Source: an optimization exercise on an open RTL-to-GDS flow (aim: small area and few clock cycles per item). Production flows keep margins and buffers that such runs may drop.
Function not checked in this run: the RTL went through the layout flow alone.

==> flow/design.v <==
module ascon_enc(
	input [127:0] i_data,
	input [127:0] i_n,
	input [127:0] i_k,
	input clk,
	input i_rst,
	input i_start,
	input [15:0] i_a_len,
	input [15:0] i_m_len,
	output reg o_nxt_data,
	output reg o_c,
	output reg [127:0]o_data,
	output reg o_fin
	);
	reg [319:0] data,data_nxt;
	reg [3:0] ctr,ctr_nxt; 
	reg [15:0] b_ctr,b_ctr_nxt;  
	wire [319:0] p_out;
	reg [319:0] p_in;
	reg [7:0] p_c;
	reg [3:0] state, state_nxt;
	reg [127:0] key,key_nxt;
	reg [15:0] a_len,a_len_nxt,m_len,m_len_nxt;
	localparam IV = 64'h80800c0800000000;
	localparam P_A = 12;
	localparam P_B = 8;
	localparam S_IDLE = 0;
	localparam S_INIT = 1;
	localparam S_AD1 = 2;
	localparam S_P1 = 3;
	localparam S_F = 4;
	localparam S_FIN = 5;
	permutation p(p_in,p_out,p_c);
	always @(*) begin
		if((state==S_F)||(state==S_INIT)) begin
			case(ctr)
				1 : p_c = 8'hf0;
				2 : p_c = 8'he1;
				3 : p_c = 8'hd2;
				4 : p_c = 8'hc3;
				5 : p_c = 8'hb4;
				6 : p_c = 8'ha5;
				7 : p_c = 8'h96;
				8 : p_c = 8'h87;
				9 : p_c = 8'h78;
				10: p_c = 8'h69;
				11: p_c = 8'h5a;
				12: p_c = 8'h4b;
				default: p_c = 0;
			endcase
		end
		else begin
			case(ctr)
				1 : p_c = 8'hb4;
				2 : p_c = 8'ha5;
				3 : p_c = 8'h96;
				4 : p_c = 8'h87;
				5 : p_c = 8'h78;
				6 : p_c = 8'h69;
				7 : p_c = 8'h5a;
				8 : p_c = 8'h4b;
				default: p_c = 0;
			endcase
		end
	end
	always @(*) begin
		state_nxt = state;
		data_nxt = data;
		ctr_nxt = ctr;
		b_ctr_nxt = b_ctr;
		key_nxt = key;
		a_len_nxt = a_len;
		m_len_nxt = m_len;
		o_nxt_data = 0;
		o_data = 0;
		o_c = 0;
		o_fin = 0;
		p_in = 0;
		case(state)
			S_IDLE: begin
				if(i_start) begin
					state_nxt = S_INIT;
					data_nxt = {IV,i_k,i_n};
					ctr_nxt = 1;
					key_nxt = i_k;
					a_len_nxt = i_a_len;
					m_len_nxt = i_m_len;
				end
			end
			S_INIT: begin
				if(ctr<P_A) begin
					p_in = data;
					data_nxt = p_out; 
					ctr_nxt = ctr + 1;
				end
				else begin
					p_in = data;
					data_nxt = p_out ^ {192'd0,key};
					state_nxt = S_AD1;
					ctr_nxt = 1;
					b_ctr_nxt = 1;
					o_nxt_data = 1;
				end
			end
			S_AD1: begin
				if(ctr<P_B) begin
					p_in = (ctr==1)? {data[319:192]^i_data,data[191:0]}:data;
					data_nxt = p_out; 
					ctr_nxt = ctr + 1;
				end
				else begin
					p_in = data;
					ctr_nxt = 1;
					o_nxt_data = 1;
					if(b_ctr==a_len) begin
						data_nxt = p_out ^ 320'd1;
						b_ctr_nxt = 1;
						state_nxt = S_P1;
					end 
					else begin
						data_nxt = p_out;
						b_ctr_nxt = b_ctr + 1;
					end
				end
			end
			S_P1: begin
				if(ctr<P_B) begin
					o_data = (ctr==1)? data[319:192]^i_data:0;
					o_c = (ctr==1)? 1:0;
					p_in = (ctr==1)? {data[319:192]^i_data,data[191:0]}:data;
					data_nxt = p_out; 
					ctr_nxt = ctr + 1;
				end
				else begin
					p_in = data;
					if(b_ctr==m_len) begin
						o_c = 1;
						o_data = data[319:192]^i_data;
						data_nxt = {data[319:192]^i_data,data[191:0]};
						b_ctr_nxt = 0;
						ctr_nxt = 1;
						state_nxt = S_F;
					end
					else if(b_ctr==m_len-1) begin
						data_nxt = p_out;
						b_ctr_nxt = b_ctr + 1;
						o_nxt_data = 1;
					end 
					else begin
						data_nxt = p_out;
						b_ctr_nxt = b_ctr + 1;
						ctr_nxt = 1;
						o_nxt_data = 1;
					end
				end
			end
			S_F: begin
				if(ctr<P_A) begin
					p_in = (ctr==1)? data^{128'd0,key,64'd0}:data;
					data_nxt = p_out; 
					ctr_nxt = ctr + 1;
				end
				else begin
					p_in = data;
					data_nxt = p_out^{192'd0,key};
					state_nxt = S_FIN;
					ctr_nxt = 0;
				end
			end
			S_FIN: begin
				o_data = data[127:0];
				o_fin = 1;
				state_nxt = S_IDLE;
			end
		endcase
	end
	always @(posedge clk or negedge i_rst) begin
		if(~i_rst) begin
			state <= S_IDLE;
			data <= 320'd0;
			ctr <= 0; 
			b_ctr <= 0; 
			key <= 0;
			a_len <= 0;
			m_len <= 0;
		end 
		else begin
			state <= state_nxt;
			data <= data_nxt;
			ctr <= ctr_nxt;
			b_ctr <= b_ctr_nxt; 
			key <= key_nxt;
			a_len <= a_len_nxt;
			m_len <= m_len_nxt;
		end
	end
endmodule
module permutation(in,out,round_c);  
	input [319:0] in;
	input [7:0] round_c;
	output [319:0] out;
	reg [63:0] x  [0:4];
	reg [63:0] x1 [0:4];
	reg [63:0] x2 [0:4];
	reg [63:0] x3 [0:4];
	reg [63:0] x4 [0:4];
	integer i; 
	assign out = {x4[0],x4[1],x4[2],x4[3],x4[4]};
	always@(*) begin
		x[0] = in[319:256];
		x[1] = in[255:192];
		x[2] = in[191:128]^{56'b0,round_c};
		x[3] = in[127:64];
		x[4] = in[63:0];
		x1[0] = x[0] ^ x[4];
		x1[1] = x[1];
		x1[2] = x[2] ^ x[1];
		x1[3] = x[3];
		x1[4] = x[4] ^ x[3];
		x2[0] = x1[0] ^ (~x1[1]&x1[2]);
		x2[1] = x1[1] ^ (~x1[2]&x1[3]);
		x2[2] = x1[2] ^ (~x1[3]&x1[4]);
		x2[3] = x1[3] ^ (~x1[4]&x1[0]);
		x2[4] = x1[4] ^ (~x1[0]&x1[1]);
		x3[0] = x2[0] ^ x2[4];
		x3[1] = x2[1] ^ x2[0];
		x3[2] = ~x2[2];
		x3[3] = x2[3] ^ x2[2];
		x3[4] = x2[4];
		x4[0] = x3[0] ^ {x3[0][18:0],x3[0][63:19]} ^ {x3[0][27:0],x3[0][63:28]};
		x4[1] = x3[1] ^ {x3[1][60:0],x3[1][63:61]} ^ {x3[1][38:0],x3[1][63:39]};
		x4[2] = x3[2] ^ {x3[2][ 1:0],x3[2][63: 1]} ^ {x3[2][ 5:0],x3[2][63: 6]};
		x4[3] = x3[3] ^ {x3[3][ 9:0],x3[3][63:10]} ^ {x3[3][16:0],x3[3][63:17]};
		x4[4] = x3[4] ^ {x3[4][ 6:0],x3[4][63: 7]} ^ {x3[4][40:0],x3[4][63:41]};
	end
endmodule
==> flow/run.sh <==
#!/bin/bash
# synth_recipe.tcl (not shown) runs the flow's synth.tcl, then flattens the netlist and writes it again
# the make line also repeats each setting of config.mk as NAME=value (left out here)
make -C /OpenROAD-flow-scripts/flow DESIGN_CONFIG=/design/flow/config.mk WORK_HOME=/design/flow/orfs CLKGATE_MAP_FILE= SYNTH_SCRIPT=/design/flow/synth_recipe.tcl finish
==> flow/config.mk <==
export PLATFORM = sky130hd
export DESIGN_NAME = ascon_enc
export DESIGN_NICKNAME = ascon_enc
export VERILOG_FILES = /design/flow/design.v
export SDC_FILE = /design/flow/constraint.sdc
export NUM_CORES = 4
export LEC_CHECK = 0
export CAP_MARGIN = 40
export CORE_MARGIN = 2
export CORE_UTILIZATION = 40
export SLEW_MARGIN = 40
==> flow/constraint.sdc <==
create_clock -name core_clock -period 10.0 [get_ports {clk}]
set_input_delay 2.0000 -clock core_clock [delete_from_list [all_inputs] [get_ports {clk}]]
set_output_delay 2.0000 -clock core_clock [all_outputs]
set_load 0.01 [all_outputs]
==> results.json <==
{
  "clock_insertion_delay_worst_skew_ns": 0.73,
  "cts_buffers": 74,
  "timing.fmax_mhz": 130,
  "place.detailed.hpwl_mm": 300,
  "design.core.area_um2": 142000,
  "timing_worst_setup_path_type": "flip-flop to primary output",
  "hold_violation_total_from_the_final_report": 0,
  "post-synth-top-area-cell": "dfrtp_1",
  "synth-compound-area-share": 0.234,
  "synth_area_leaders": "dfrtp_1 22%, xnor2_1 8.9%, xnor3_1 7.8%",
  "max_cap_viol_count": 0,
  "worstHoldStart": "data[143]",
  "syn_area_um2": 57100,
  "grt_max_degree": 143,
  "synth_top_area_frac": 0.220,
  "numClockSinks": 503,
  "worst_r2r_path_depth": 14,
  "yosys.cell_count.top_type": "nand2_1",
  "synth_ff_type": "dfrtp_1",
  "die_area_um2": 146000,
  "synth_nets": 7551,
  "dp_slack_ns": 3.38,
  "io_buffers": 549,
  "chipHeight_um": 382,
  "fillerInstances": 13800,
  "worst_setup_path_start_kind": "flip-flop",
  "synth.distinct_cells": 91,
  "number_of_synthesized_register_bits": 503,
  "r2r_setup_slack_ns": 3.43,
  "final-max-slew-violation-count": 0,
  "std_cell_rows": 138,
  "setup.worst_path.end_class": "primary output",
  "synth_adder_area_share": 0.0415,
  "clk_root_buffer_cell": "clkbuf_16",
  "required_ns": 8.00,
  "synthXorXnorAreaFrac": 0.231,
  "postCtsResizedCells": 0,
  "grt_usage": 0.526,
  "worstPathArrival_ns": 5.72,
  "worst_hold_path_depth": 2,
  "drt_wl_cell_um": 43.3,
  "worstPathMaxFanout": 142,
  "hold_path_class": "flip-flop to flip-flop",
  "globalRoute.totalOverflow": 0,
  "first_global_vias": 57500,
  "area.sequential_um2": 12600,
  "numPlacedInstances": 9000,
  "total_via_count_in_the_routed_design": 63900,
  "worst_setup_path_startpoint": "ctr[1]",
  "cts_tree": "yes",
  "utilization": 0.482,
  "async_reset_ff_frac": 1.00,
  "fin_nets": 7747,
  "antenna_violating_nets_post_route": 0,
  "cts.reportedPaths.clkPinSlew_ns": 0.06,
  "detail_route.first_pass.iterations": 8,
  "synth_simple_gate_area_share": 0.192,
  "synth.yosys.seq_area_share": 0.220,
  "die_w_um": 382,
  "cts_htree_levels": 3,
  "worstMarginPinSlew_ns": 1.04,
  "worst_r2r_startpoint": "ctr[1]",
  "run_status": "finished clean",
  "post_cts_buffers": 0,
  "report.final.setup_viol": 0,
  "multiInputGateArea_um2": 42700,
  "grt_antenna_before_repair": 57,
  "floorplan.initialDensity": 0.403,
  "synth_enable_flop_cells": 0,
  "drt_iter0_drc": 10600,
  "postSynthCellCount": 6994,
  "post_synth.cell_area_avg_um2": 8.16,
  "detail_route.wirelength_mm": 397,
  "yosys_warnings": 7,
  "cts-hold-fix-buffers": 0,
  "clock_skew_ns": 0.0397,
  "worst_path_setup_slack_after_routing_ns": 2.28,
  "final_cells": 9181,
  "timing.final.crit_share": 0.772,
  "post-route-min-period_ns": 7.72,
  "grt_pass1_wl_mm": 522,
  "synth_commonest_cells": "1015 x nand2_1, 578 x xnor2_1, 551 x o21ai_0",
  "vias_per_cell": 6.96,
  "number_of_buffers_on_the_longest_clock_path": 3,
  "combinational_family_with_the_most_area_after_synthesis": "compound AO/OA/AOI/OAI gates",
  "drt_drc_violations_left": 0,
  "floorplan.io_pins": 550,
  "layout-area-overhead-vs-synth_pct": 19.6,
  "share_of_cell_area_taken_by_muxes_after_synthesis": 0.0238,
  "layout_cells_sized_above_1": 0.0867,
  "tns_setup_ns": 0,
  "reg2reg_to": "data[201]",
  "maxSlewHeadroom": 0.304,
  "globalplace.congestion": 1.13,
  "rsz0062_at_grt": "no",
  "worst_hold_path.endpoint": "data[143]"
}
## how the worst max path moves through the flow
stage | endpoint | slack, ns | cells after the start
3_5_place_dp | o_data[81] | 3.38 | 9
3_3_place_gp | o_data[29] | 3.12 | 9
6_report | o_data[81] | 2.28 | 9
5_1_grt | o_data[81] | 2.48 | 9
4_1_cts | o_data[81] | 2.64 | 9
2_1_floorplan | o_data[100] | 5.25 | 13
## stage by stage
| stage | hold WS [ns] | instance area, um2 |
|---|---|---|
| global placement | 0.480 | 64400 |
| floorplan | 0.460 | 57100 |
| finish | 0.494 | 68300 |
| CTS | 0.497 | 67900 |
| detailed placement | 0.483 | 65200 |
| global route | 0.507 | 68200 |
## cell type report
class                      instances  share of cell area
multi-input combinational       5687               0.625
sequential                       503               0.185
timing repair buffer             720               0.104
tap                             1890              0.0346
clock buffer                      97              0.0303
inverter                         204              0.0112
clock inverter                    41             0.00923
antenna                           39             0.00143
## placed cells by master (no fill, tap or decap), drive strengths merged, types with 98 or more instances in the layout
| master | count |
|---|---|
| a211oi | 132 |
| a21o | 113 |
| a21oi | 333 |
| a31oi | 250 |
| buf | 171 |
| clkbuf | 98 |
| clkdlybuf4s50 | 548 |
| dfrtp | 503 |
| ha | 138 |
| inv | 207 |
| nand2 | 1015 |
| nand3 | 122 |
| nor2 | 279 |
| nor3b | 99 |
| o211ai | 161 |
| o21ai | 560 |
| o221ai | 105 |
| or3 | 146 |
| xnor2 | 610 |
| xnor3 | 198 |
| xor2 | 327 |
## routing by layer
metal / wire length (um) / GRT usage
met3: 63400 / 0.243
met5: 279 / 0.0139
met4: 33800 / 0.364
met1: 149000 / 0.668
met2: 151000 / 0.694
## flip-flops by register name, summed over array words and instances (netlist names)
register,flops
data,320
key,128
a_len,16
b_ctr,16
m_len,16
ctr,4
state,3
## cell families after synthesis
group / Yosys count
adders and majority gates: 202
buffers and inverters: 804
AOI/OAI and AO/OA: 2058
xor gates and xnor gates: 1146
DFF: 503
muxes: 131
and+or+nand+nor: 2150
## worst max-delay path, stage by stage (launching register included)
cell	delay, ns
dfrtp_1	0.40
inv_1	0.18
ha_4	0.53
buf_4	0.52
nor3b_4	0.41
buf_12	0.49
a31oi_4	0.19
buf_4	0.34
o21ai_0	0.87
clkdlybuf4s50_1	0.71

[re-timing with driven ports]
No port has a modelled driver above. Below, the same layout with a new extraction and two added sets of constraints.
Step 1 (the two cells are an assumption about what drives the block):
set clk [get_ports {clk}]
set_driving_cell -lib_cell sky130_fd_sc_hd__clkbuf_16 $clk
set_driving_cell -lib_cell sky130_fd_sc_hd__buf_2 [delete_from_list [all_inputs] $clk]
Step 2 also shifts input and output timing later by t, the mid clock arrival at the registers, as if the neighbouring blocks saw the same clock.
Three values: no drivers, after step 1, after step 2; two values: the first two.
shift t [ns]: 0.802
setup WS [ns]: 2.281 / 2.187 / 2.989
cell pins on the clock port's net: 1
After both steps setup and hold are still met in this run. For this run, drivers alone change the setup slack by -0.094 ns; drivers and shift together by +0.708 ns.
